This design comes from an exercise in tuning for small area on the open sky130 flow, not from production work.
Only simulation tests tie the RTL to the original design; equivalence was not proved.
No activity file was given, so power comes from the tool's default toggle rates.

==> flow/design.v (outline; a module is shown in full before it is edited, if it fits) <==
// module LightShow: 1623 lines
module LightShow(Clock, Reset, Disp3, Disp2, Disp1, Disp0, LedRed, LedGrn);
  // ...
==> flow/run.sh <==
#!/bin/bash
# synth_recipe.tcl (not shown) runs the flow's synth.tcl, then flattens the netlist and writes it again
# the make line also repeats each setting of config.mk as NAME=value (left out here)
make -C /OpenROAD-flow-scripts/flow DESIGN_CONFIG=/design/flow/config.mk WORK_HOME=/design/flow/orfs CLKGATE_MAP_FILE= SYNTH_SCRIPT=/design/flow/synth_recipe.tcl finish
==> flow/config.mk <==
export PLATFORM = sky130hd
export DESIGN_NAME = LightShow
export DESIGN_NICKNAME = LightShow
export VERILOG_FILES = /design/flow/design.v
export SDC_FILE = /design/flow/constraint.sdc
export NUM_CORES = 4
export LEC_CHECK = 0
export CAP_MARGIN = 20
export CORE_MARGIN = 2
export CORE_UTILIZATION = 50
export CTS_CLUSTER_DIAMETER = 20
export CTS_CLUSTER_SIZE = 5
export PLACE_DENSITY = 0.6
export SLEW_MARGIN = 20
==> flow/constraint.sdc <==
create_clock -name core_clock -period 10.0 [get_ports {Clock}]
set_input_delay 2.0000 -clock core_clock [delete_from_list [all_inputs] [get_ports {Clock}]]
set_output_delay 2.0000 -clock core_clock [all_outputs]
set_load 0.01 [all_outputs]
==> impl_metrics.tcl, run 1 <==
set metrics [dict create \
    synth_area_leaders "dfxtp_1 9.2%, nand2_1 8.4%, ha_1 7.3%" \
    num-clock-buffers 4 \
    cp-endpoint "Disp3[0]" \
    synth_top_area_share_pct 9.17 \
    synth_cell_types 70 \
    rsz0062_at_grt "no" \
    cts_resized 0 \
    outcome "no timing/DRC/antenna violations" \
    synth-compound-area-share_pct 35.7 \
    clock_latency_ps 250 \
    worstPathRequired_ps 8000 \
    synthesis.area_um2 3930 \
    peakVddDrop_mv 0.0861 \
    signal_buffers 57 \
    timing.final.crit_share_pct 60.7 \
    synth_common_cells "88 x nand2_1, 68 x nor2_1, 48 x o21ai_0, 44 x a21oi_1, 40 x clkbuf_1" \
    startpoint "B[2]$_SDFFE_PP0P_" \
    wirelength_um 19200 \
    internal-power_mw 0.115 \
    synth_mux_area_share_pct 1.08 \
    dr_wl_met3_um 3130 \
    ios 48 \
    start_util_pct 51.1 \
    finalSetupTns_ps 0 \
    r2r_cells 7 \
    avgSynthCellArea_um2 6.19 \
    dr.pass1.iters 9 \
    grt_max_degree 36 \
    post_cts_buffers 0 \
    comb-power_mw 0.0161 \
]
==> run 2, diff against run 1 <==
==> flow/flow/run.sh (new file) <==
#!/bin/bash
# Own layout flow: the standard flow (standard.sh) with two changes.
#  1. After the standard synthesis, its combinational logic is re-mapped for area by Yosys/ABC
#     (resynth.tcl with abc_area.script). The flip-flops keep their instances, names and cell types.
#  2. Ports are buffered with sky130_fd_sc_hd__buf_1 (BUFFER_PORTS_ARGS) instead of the default
#     buffer; every input and output port still gets its buffer.
# Each tool's output goes to a log file in the work folder.
set -euo pipefail
W=$(pwd)
F=$W/flow
R=$W/orfs/results/$FLOW_PLATFORM/LightShow/base
YOSYS=$FLOW_HOME/../tools/install/yosys/bin/yosys
[ -x "$YOSYS" ] || YOSYS=$(command -v yosys)
LIB=$FLOW_HOME/platforms/$FLOW_PLATFORM/lib/sky130_fd_sc_hd__tt_025C_1v80.lib
export BUFFER_PORTS_ARGS="-buffer_cell sky130_fd_sc_hd__buf_1"

bash standard.sh synth > $W/std_synth.log 2>&1
cp $R/1_2_yosys.v $W/std_1_2_yosys.v

# sequential cells of the standard netlist stay as they are
KEEP=$(grep -oE '^\s*sky130_fd_sc_hd__[a-z0-9_]+' $W/std_1_2_yosys.v | tr -d ' ' | sort -u \
       | grep -E '__(df|edf|sdf|dl|sdl)' | tr '\n' ' ' || true)
DONT_USE="sky130_fd_sc_hd__probe_p_8 sky130_fd_sc_hd__probec_p_8 sky130_fd_sc_hd__lpflow_*"
RS_LIB=$LIB RS_KEEP="$KEEP" RS_DONT_USE="$DONT_USE" RS_IN=$W/std_1_2_yosys.v RS_TOP=$FLOW_TOP \
  RS_ABC=$F/abc_area.script RS_STAT=$W/resynth_stat.txt RS_OUT=$W/resynth.v \
  $YOSYS -c $F/resynth.tcl > $W/resynth.log 2>&1
if ! grep -q "Chip area" $W/resynth_stat.txt; then echo "resynthesis failed" >&2; exit 1; fi
cp $W/resynth.v $R/1_2_yosys.v
rm -f $R/1_synth.odb

bash standard.sh finish > $W/std_finish.log 2>&1
==> flow/flow/abc_area.script (new file) <==
strash
&get -n
&deepsyn -T 60
&put
dch -f
map -a
topo
==> flow/flow/resynth.tcl (new file) <==
# Yosys script (run by run.sh): re-maps the combinational logic of the standard synthesis's
# netlist for area with ABC (abc_area.script). The flip-flop instances keep their names and
# cell types: their cells are black boxes here, so ABC never sees them.
yosys -import
set lib $::env(RS_LIB)
read_liberty -overwrite -setattr liberty_cell -lib $lib
read_liberty -overwrite -ignore_miss_func $lib
foreach ff [split $::env(RS_KEEP) " "] { if {$ff ne ""} { blackbox $ff } }
read_verilog $::env(RS_IN)
hierarchy -top $::env(RS_TOP)
flatten
opt_clean -purge
set dua {}
foreach c [split $::env(RS_DONT_USE) " "] { if {$c ne ""} { lappend dua -dont_use $c } }
abc -liberty $lib {*}$dua -script $::env(RS_ABC)
opt_clean -purge
hilomap -singleton -hicell sky130_fd_sc_hd__conb_1 HI -locell sky130_fd_sc_hd__conb_1 LO
splitnets
opt_clean -purge
tee -o $::env(RS_STAT) stat -liberty $lib
write_verilog -noattr -nohex -nodec $::env(RS_OUT)
==> flow/standard.sh (new file) <==
#!/bin/bash
# synth_recipe.tcl (not shown) runs the flow's synth.tcl, then flattens the netlist and writes it again
# the make line also repeats each setting of config.mk as NAME=value (left out here)
make -C /OpenROAD-flow-scripts/flow DESIGN_CONFIG=/design/flow/config.mk WORK_HOME=/design/flow/orfs CLKGATE_MAP_FILE= SYNTH_SCRIPT=/design/flow/synth_recipe.tcl "${@:-finish}"
removed: flow/run.sh
==> impl_metrics.tcl, run 2 <==
set metrics [dict create \
    critPathCaptureType "output port" \
    io_buffers 47 \
    cts_hold_buffers 0 \
    p_sw_share_pct 22.8 \
    antenna_found_initial 0 \
    ios 48 \
    internal-power_mw 0.112 \
    wirelength_um 16400 \
    mostFrequentLayoutCells "160 x nor2_1, 102 x clkinv_1, 61 x nand2_1" \
    gp_congestion 1.22 \
    cts_tree "built" \
    drcViolationCount 0 \
    fp.dieW_um 81.8 \
    worst_r2r_endpoint "B[2]$_SDFFE_PP0P_" \
    timing.final.crit_share_pct 64.7 \
    leakage_nw 1.11 \
    dr.pass1.iters 34 \
    cp_slowest_stage_delay_ps 860 \
    outcome "no timing/DRC/antenna violations" \
    drtIter0Drc 1558 \
    min_path_type "reg -> reg" \
    crit_family "simple AND/OR/NAND/NOR gates" \
    post_cts_buffers 0 \
    viasPerCell 7.34 \
    detail_route.wl_per_cell_um 23.3 \
    reg2reg_setup_slack_ps 5510 \
    p_sw_mw 0.0330 \
    dp_hpwl_um 12900 \
    cp.depth 16 \
    dp_slack_ps 4090 \
    finalNonFillerCells 706 \
    clockBufferDepth 2 \
    vias 5180 \
    crit_buf_inv 7 \
    syn_nets 582 \
    worstPathArrival_ps 4470 \
    avgSynthCellArea_um2 5.21 \
    hold_viol 0 \
    worst-path-max-fanout 14 \
    track_usage_pct 49.9 \
    skew_ps 1.80 \
    rows 28 \
    clockPowerShare_pct 40.7 \
    p_per_area_nw_per_um2 43.2 \
    finalSetupViolations 0 \
    dieArea_um2 6690 \
    grt_max_degree 15 \
    holdPathStages 1 \
    nFillCells 625 \
    synthToLayoutAreaGrowth_pct 10.8 \
    diodes 0 \
    p_seq_share_pct 52.0 \
    combPwrFrac_pct 7.3 \
    cts_made_buffers 3 \
    start_util_pct 51.4 \
    clk_pin_slew_ps 60 \
    fmax_mhz 154 \
    setup_ws_ps 3530 \
    crit_slowest_cell "nor2_1" \
    synthesis.area_um2 3020 \
    cts_resized 0 \
    cts.sinks 18 \
    dpl.cell_count 702 \
    peakVddDrop_mv 0.0822 \
    grt_pass1_vias 4617 \
    coreArea_um2 5890 \
    r2r-start "A[1]$_SDFFE_PP0P_" \
    rsz0062_at_grt "no" \
    die_height_um 81.8 \
    path_class "reg -> out" \
    clock_latency_ps 260 \
    worstHoldEndpoint "div[0]$_SDFF_PP0_" \
    timing.hold.ws_ps 444 \
    relSlewSlack_pct 19.2 \
    finalSetupTns_ps 0 \
    drtAntennaViolNets 0 \
    syn_inst 580 \
    worstHoldStart "div[0]$_SDFF_PP0_" \
    htree_levels 1 \
    final_layout_size_suffix_gt1_share_pct 0.792 \
    yosys_warnings 1 \
    grt_pass1_wl_um 24700 \
    period_needed_ps 6470 \
    cts_root_buf "clkbuf_8" \
    worstMarginPinSlew_ps 1200 \
    crit_chain "clkinv_1 -> nor2_1 -> clkinv_1 -> nor2_1 -> clkinv_1 -> nor2_1 -> clkinv_1 -> nor2_1 -> nor2_1 -> o21ai_0 -> clkinv_1 -> a211oi_1 -> clkinv_1 -> nor2_1 -> a2111oi_0 -> buf_1" \
    max_cap_viol_count 0 \
    final_common_cell "nor2_1" \
    final-max-slew-violation-count 0 \
    nNetsFinal 634 \
    worstPathRequired_ps 8000 \
    worstSetupStartpointType "register" \
    total_power_mw 0.145 \
    gr-total-overflow 0 \
    r2r_cells 14 \
    largest_registers "A x5, B x5, div x4" \
]
==> run 2: metal layers <==
metal  GRT usage [%]  wire (um)  vias to the layer above
met4            32.5       1830                        0
met3            21.0       3090                      238
met2            68.9       5960                      637
met1            62.8       5580                     2153
li1                -          -                     2152
met5               0          0                        -
==> run 2: through the flow <==
step | utilization [%] | cell area (um^2)
floorplan | - | 3020
global placement | 56.0 | 3290
detailed placement | 56.0 | 3290
CTS | 56.9 | 3350
global route | 56.9 | 3350
finish | 56.9 | 3350
==> run 2: worst max path at each step <==
stage / from / endpoint / slack [ps]
after detailed placement: part[1]$_SDFFE_PP0P_ / Disp1[4] / 4090
final: part[1]$_SDFFE_PP0P_ / Disp1[4] / 3530
after global routing: part[1]$_SDFFE_PP0P_ / Disp1[4] / 3270
after CTS: part[1]$_SDFFE_PP0P_ / Disp1[4] / 3810
after floorplan: part[1]$_SDFFE_PP0P_ / Disp1[4] / 5040
after global placement: part[1]$_SDFFE_PP0P_ / Disp1[4] / 4110
==> run 2: power groups by stage <==
| stage | Combinational (mW) | Clock [mW] | Sequential (mW) |
|---|---|---|---|
| 2_1_floorplan | 0.00733 | 0 | 0.0765 |
| 3_3_place_gp | 0.00999 | 0 | 0.0768 |
| 3_5_place_dp | 0.0103 | 0 | 0.0769 |
| 4_1_cts | 0.0104 | 0.0604 | 0.0752 |
| 5_1_grt | 0.0117 | 0.0633 | 0.0755 |
| 6_report | 0.0106 | 0.0589 | 0.0753 |
==> run 2: layout make-up <==
class                   instances  area (um^2)  share of cell area, %
inverters                     102          383                   11.4
flip-flops and latches         18          360                   10.8
well taps                      75         93.8                   2.80
multi-input cells             460         2280                   68.1
clock buffers                   4         55.1                   1.64
repair buffers                 47          176                   5.27
==> run 3, diff against run 2 <==
==> flow/flow/abc_area.script (replaced) <==
strash
&get -n
&deepsyn -T 60
&put
dch -f
amap
topo
--- a/flow/config.mk
+++ b/flow/config.mk
@@ -9,6 +9,7 @@
 export CORE_MARGIN = 2
-export CORE_UTILIZATION = 50
-export CTS_CLUSTER_DIAMETER = 20
-export CTS_CLUSTER_SIZE = 5
-export PLACE_DENSITY = 0.6
+export CORE_UTILIZATION = 35
+export CTS_BUF_LIST = sky130_fd_sc_hd__clkbuf_4 sky130_fd_sc_hd__clkbuf_8
+export CTS_CLUSTER_DIAMETER = 40
+export CTS_CLUSTER_SIZE = 10
+export PLACE_DENSITY = 0.5
 export SLEW_MARGIN = 20
==> impl_metrics.tcl, run 3 <==
set metrics [dict create \
    drtIter0Drc 1319 \
    met2_length_um 6720 \
    peakVddDrop_mv 0.0628 \
    post_cts_buffers 0 \
    syn_inst 564 \
    coreArea_um2 8300 \
    clockBufferDepth 2 \
    die_height_um 96.8 \
    clk_pin_slew_ps 70 \
    postLayoutCellArea_um2 3390 \
    gr-total-overflow 0 \
    htree_levels 1 \
    top_layer "met4" \
    clock_latency_ps 250 \
    dr.pass1.iters 16 \
    timing.final.crit_share_pct 68.6 \
    cts_made_buffers 3 \
    nNetsFinal 619 \
    fmax_mhz 146 \
    grt_pass1_wl_um 25400 \
    mostFrequentLayoutCells "183 x nor2_1, 80 x clkinv_1, 48 x nand2_1" \
    critPathCaptureType "output port" \
    io_buffers 47 \
    ios 48 \
    gp_congestion 1.20 \
    cts_hold_buffers 0 \
    yosys_warnings 1 \
    worstMarginPinSlew_ps 1220 \
    hold_viol 0 \
    worst-path-max-fanout 12 \
    final_layout_size_suffix_gt1_share_pct 0.812 \
    skew_ps 4.28 \
    grt_max_degree 20 \
    leakage_nw 0.993 \
    fp.dieW_um 96.8 \
    synthToLayoutAreaGrowth_pct 12.3 \
    vias 5029 \
    cts_resized 0 \
    finalSetupTns_ps 0 \
    dp_slack_ps 3800 \
    viasPerCell 6.98 \
    dieArea_um2 9380 \
    rsz0062_at_grt "no" \
    final_common_cell "nor2_1" \
    path_class "reg -> out" \
    worstSetupStartpointType "register" \
    track_usage_pct 34.3 \
    detail_route.wl_per_cell_um 23.9 \
    largest_registers "A x5, B x5, div x4" \
    dpl.cell_count 717 \
    p_per_area_nw_per_um2 42.1 \
    timing.hold.ws_ps 412 \
    dr_wl_met3_um 2970 \
    total_power_mw 0.143 \
    min_path_type "reg -> reg" \
    period_needed_ps 6860 \
    avgSynthCellArea_um2 5.35 \
    cts_root_buf "clkbuf_8" \
    drt-met1-wl_um 5920 \
    drtAntennaViolNets 0 \
    diodes 0 \
    outcome "no timing/DRC/antenna violations" \
    finalSetupViolations 0 \
    cts.sinks 18 \
    worstPathArrival_ps 4860 \
    dp_hpwl_um 13400 \
    rows 33 \
    relSlewSlack_pct 18.1 \
    grt_pass1_vias 4589 \
    setup_ws_ps 3140 \
    start_util_pct 36.3 \
    max_cap_viol_count 0 \
    wirelength_um 17200 \
    syn_nets 566 \
    antenna_found_initial 0 \
    place_area_um2 3330 \
    cts_tree "built" \
    final-max-slew-violation-count 0 \
    finalNonFillerCells 721 \
    utilization_pct 40.8 \
    drcViolationCount 0 \
    worstPathRequired_ps 8000 \
    synthesis.area_um2 3020 \
]
run 3: worst paths after layout:
| kind | start | end | slack, ps | cells past startpoint |
|---|---|---|---|---|
| setup / recovery | A[4]$_SDFFE_PP0P_ | Disp1[2] | 3140 | 13 |
| hold / removal | div[0]$_SDFF_PP0_ | div[0]$_SDFF_PP0_ | 410 | 1 |
| setup reg to reg | A[1]$_SDFFE_PP0P_ | part[2]$_SDFFE_PP0P_ | 5380 | 17 |
| hold reg to reg | div[0]$_SDFF_PP0_ | div[0]$_SDFF_PP0_ | 410 | 1 |
run 3: power breakdown:
part	total [mW]	switching, mW	internal (mW)
Clock	0.0583	0.0233	0.0350
Sequential	0.0745	0.00111	0.0734
Combinational	0.00998	0.00692	0.00305
Total	0.143	0.0313	0.111
run 3: area by class of cell:
type / instances / area [um^2]
inverter: 80 / 300
fill: 937 / 4910
tap: 105 / 131
timing repair buffer: 48 / 184
sequential: 18 / 360
clock buffer: 4 / 55.1
multi-input combinational: 466 / 2360
run 3: critical path, cell delays in order (launching register included):
cell and delay (ps):
dfxtp_1 610, clkinv_1 450, nor3_1 800, clkinv_1 450, nor2_1 420, clkinv_1 360, nor2_1 420, nor2_1 100
o21ai_0 150, a21oi_1 60, o21ai_0 140, o21ai_0 230, nor4bb_1 250, buf_1 160
run 3: metal layers:
layer,GRT usage [%],vias to the layer above
met2,48.6,571
met4,23.5,0
met1,43.6,2143
li1,-,2122
met3,11.1,193
met5,0,-
==> run 4, diff against run 3 <==
--- a/flow/flow/run.sh
+++ b/flow/flow/run.sh
@@ -3,3 +3,4 @@
 #  1. After the standard synthesis, its combinational logic is re-mapped for area by Yosys/ABC
-#     (resynth.tcl with abc_area.script). The flip-flops keep their instances, names and cell types.
+#     (resynth.tcl with abc_area.script), with a few random seeds of ABC's deepsyn run side by side;
+#     the smallest result is kept. The flip-flops keep their instances, names and cell types.
 #  2. Ports are buffered with sky130_fd_sc_hd__buf_1 (BUFFER_PORTS_ARGS) instead of the default
@@ -23,7 +24,20 @@
 DONT_USE="sky130_fd_sc_hd__probe_p_8 sky130_fd_sc_hd__probec_p_8 sky130_fd_sc_hd__lpflow_*"
-RS_LIB=$LIB RS_KEEP="$KEEP" RS_DONT_USE="$DONT_USE" RS_IN=$W/std_1_2_yosys.v RS_TOP=$FLOW_TOP \
-  RS_ABC=$F/abc_area.script RS_STAT=$W/resynth_stat.txt RS_OUT=$W/resynth.v \
-  $YOSYS -c $F/resynth.tcl > $W/resynth.log 2>&1
-if ! grep -q "Chip area" $W/resynth_stat.txt; then echo "resynthesis failed" >&2; exit 1; fi
-cp $W/resynth.v $R/1_2_yosys.v
+for s in 1 2 3 4; do
+  sed "s/@SEED@/$s/" $F/abc_area.script > $W/abc_area_$s.script
+  RS_LIB=$LIB RS_KEEP="$KEEP" RS_DONT_USE="$DONT_USE" RS_IN=$W/std_1_2_yosys.v RS_TOP=$FLOW_TOP \
+    RS_ABC=$W/abc_area_$s.script RS_STAT=$W/resynth_stat_$s.txt RS_OUT=$W/resynth_$s.v \
+    $YOSYS -c $F/resynth.tcl > $W/resynth_$s.log 2>&1 &
+done
+wait
+best=""; besta=""
+for s in 1 2 3 4; do
+  a=$(grep "Chip area" $W/resynth_stat_$s.txt 2>/dev/null | awk '{print $NF}' || true)
+  echo "seed $s: ${a:-failed}" >> $W/resynth_choice.log
+  if [ -n "$a" ] && { [ -z "$besta" ] || awk -v a="$a" -v b="$besta" 'BEGIN{exit !(a<b)}'; }; then
+    best=$s; besta=$a
+  fi
+done
+if [ -z "$best" ]; then echo "resynthesis failed" >&2; exit 1; fi
+echo "kept seed $best ($besta)" >> $W/resynth_choice.log
+cp $W/resynth_$best.v $R/1_2_yosys.v
 rm -f $R/1_synth.odb
==> flow/flow/abc_area.script (replaced) <==
strash
&get -n
&deepsyn -T 90 -S @SEED@
&put
dch -f
amap
topo
--- a/flow/config.mk
+++ b/flow/config.mk
@@ -10,5 +10,5 @@
 export CORE_UTILIZATION = 35
-export CTS_BUF_LIST = sky130_fd_sc_hd__clkbuf_4 sky130_fd_sc_hd__clkbuf_8
-export CTS_CLUSTER_DIAMETER = 40
-export CTS_CLUSTER_SIZE = 10
+export CTS_BUF_LIST = sky130_fd_sc_hd__clkbuf_4
+export CTS_CLUSTER_DIAMETER = 100
+export CTS_CLUSTER_SIZE = 20
 export PLACE_DENSITY = 0.5
==> impl_metrics.tcl, run 4 <==
set metrics [dict create \
    outcome "no timing/DRC/antenna violations" \
    period_needed_ps 7040 \
    finalSetupTns_ps 0 \
    cts_resized 0 \
    critPathCaptureType "output port" \
    gr-total-overflow 0 \
    clockBufferDepth 2 \
    clock_latency_ps 290 \
    htree_levels 1 \
    synthesis.area_um2 2980 \
    skew_ps 1.92 \
    track_usage_pct 38.9 \
    rsz0062_at_grt "no" \
    rows 33 \
    syn_inst 555 \
    drtIter0Drc 1059 \
    finalSetupViolations 0 \
    grt_pass1_vias 4751 \
    cts_tree "built" \
    start_util_pct 36.1 \
    antenna_found_initial 0 \
    holdPathStages 1 \
    nNetsFinal 613 \
    cts.sinks 18 \
    drtAntennaViolNets 0 \
    cts_root_buf "clkbuf_4" \
    leakage_nw 0.949 \
    worstHoldStart "div[0]$_SDFF_PP0_" \
    mostFrequentLayoutCells "175 x nor2_1, 83 x clkinv_1, 47 x buf_1" \
    vias 5026 \
    viasPerCell 7.03 \
    worstHoldEndpoint "div[0]$_SDFF_PP0_" \
    fmax_mhz 142 \
    worst_r2r_endpoint "A[4]$_SDFFE_PP0P_" \
    worstSetupStartpointType "register" \
    gp_congestion 1.26 \
    diodes 0 \
    largest_registers "A x5, B x5, div x4" \
    drcViolationCount 0 \
    p_per_area_nw_per_um2 35.8 \
    r2r_cells 16 \
    worstMarginPinSlew_ps 920 \
    final-max-slew-violation-count 0 \
    peakVddDrop_mv 0.0661 \
    final_common_cell "nor2_1" \
    cts_made_buffers 3 \
    r2r-start "A[1]$_SDFFE_PP0P_" \
    path_class "reg -> out" \
    worst-path-max-fanout 18 \
    yosys_warnings 1 \
    reg2reg_setup_slack_ps 5390 \
    coreArea_um2 8260 \
    fp.dieW_um 96.3 \
    cts_hold_buffers 0 \
    syn_nets 557 \
    worstPathArrival_ps 5040 \
    grt_max_degree 19 \
    grt_pass1_wl_um 27000 \
    total_power_mw 0.120 \
    ios 48 \
    hold_viol 0 \
    max_cap_viol_count 0 \
    timing.final.crit_share_pct 70.4 \
    io_buffers 47 \
    die_height_um 96.3 \
    avgSynthCellArea_um2 5.37 \
    min_path_type "reg -> reg" \
    dp_hpwl_um 14100 \
    clk_pin_slew_ps 110 \
    detail_route.wl_per_cell_um 25.1 \
    dieArea_um2 9280 \
    post_cts_buffers 0 \
    nFillCells 966 \
    dr.pass1.iters 7 \
    final_layout_size_suffix_gt1_share_pct 1.15 \
    wirelength_um 17900 \
    synthToLayoutAreaGrowth_pct 12.2 \
    worstPathRequired_ps 8000 \
    relSlewSlack_pct 38.2 \
]
## run 4: changes by cell type in the layout (fill, tap and decap cells not counted), sizes merged, moves of 5 or more
cell / delta
nor2: -8
a21oi: +10
nor3: +5
nand2: -15
nor4: +7
a211oi: +6
## run 4: layout make-up
type	instances	area (um^2)	area share, %
flip-flops and latches	18	360	10.8
inverters	82	308	9.20
repair buffers	51	206	6.17
clock buffers	3	22.5	0.673
multi-input cells	455	2310	69.2
clock inverters	1	3.75	0.112
well taps	105	131	3.93
## run 4: where the power goes
part,switching [mW],internal [mW]
Clock,0.0236,0.0145
Sequential,0.00106,0.0733
Combinational,0.00509,0.00229
Total,0.0298,0.0901
## run 4: critical path, stage by stage (launching register included)
cell	delay (ps)
dfxtp_1	800
clkinv_1	600
nor2_1	660
clkinv_1	350
nor2_1	400
clkinv_1	240
nor2_1	220
clkinv_1	170
nand3_1	160
clkinv_1	130
a2111oi_0	370
o21ai_0	210
nor3_1	260
buf_1	180
## run 4: worst max-delay path by stage
stage / from / end / slack (ps) / cells past startpoint
after floorplan: B[2]$_SDFFE_PP0P_ / Disp2[3] / 4810 / 11
after global placement: B[2]$_SDFFE_PP0P_ / Disp3[4] / 3870 / 13
after detailed placement: B[2]$_SDFFE_PP0P_ / Disp3[4] / 3720 / 13
after CTS: B[2]$_SDFFE_PP0P_ / Disp3[4] / 3360 / 13
after global routing: B[2]$_SDFFE_PP0P_ / Disp3[4] / 2780 / 13
final: B[2]$_SDFFE_PP0P_ / Disp3[4] / 2960 / 13
## run 4: layer usage
layer  global-route usage [%]  up-vias  part of all wire (%)
met5                        0        -                     0
met4                     23.7        0                   8.8
met3                     10.1      153                    16
met2                     58.7      562                    40
met1                     49.2     2190                    35
li1                         -     2121                     -
## run 4: per-stage QoR
stage	area, um^2	worst slack (ps)	hold WS (ps)	utilization (%)	cells
after floorplan	2980	4810	402	-	555
after global placement	3320	3870	421	40.2	711
after detailed placement	3320	3720	424	40.2	711
after CTS	3350	3360	450	40.5	715
after global routing	3350	2780	489	40.5	715
final	3350	2960	443	40.5	715

## static timing again, ports no longer ideal
In the flow no input, the clock included, has a driving cell. The finished layouts below were timed again as built, in two steps.
Step 1 sets driving cells, clkbuf_16 on the clock port and buf_2 on the other inputs (assumed; they add their load-dependent delay and slew).
Step 2 also shifts input and output timing later by t, the mid clock arrival at the registers, as if the neighbouring blocks saw the same clock.
a / b / c = ideal / step 1 / step 2; a / b = the first two.
run	t (ns)	setup WS [ns]	worst hold slack (ns)	slew at the worst register clock pin (ns)	cell pins on the clock port's net
run 1	0.276	3.928 / 3.905 / 4.181	0.447 / 0.447 / 0.447	0.06 / 0.06	1
run 2	0.278	3.527 / 3.504 / 3.782	0.444 / 0.444 / 0.444	0.06 / 0.06	1
run 3	0.271	3.136 / 3.115 / 3.386	0.412 / 0.412 / 0.412	0.07 / 0.07	1
run 4	0.312	2.958 / 2.939 / 3.251	0.443 / 0.443 / 0.443	0.11 / 0.11	1
After both steps every run listed still meets setup and hold.
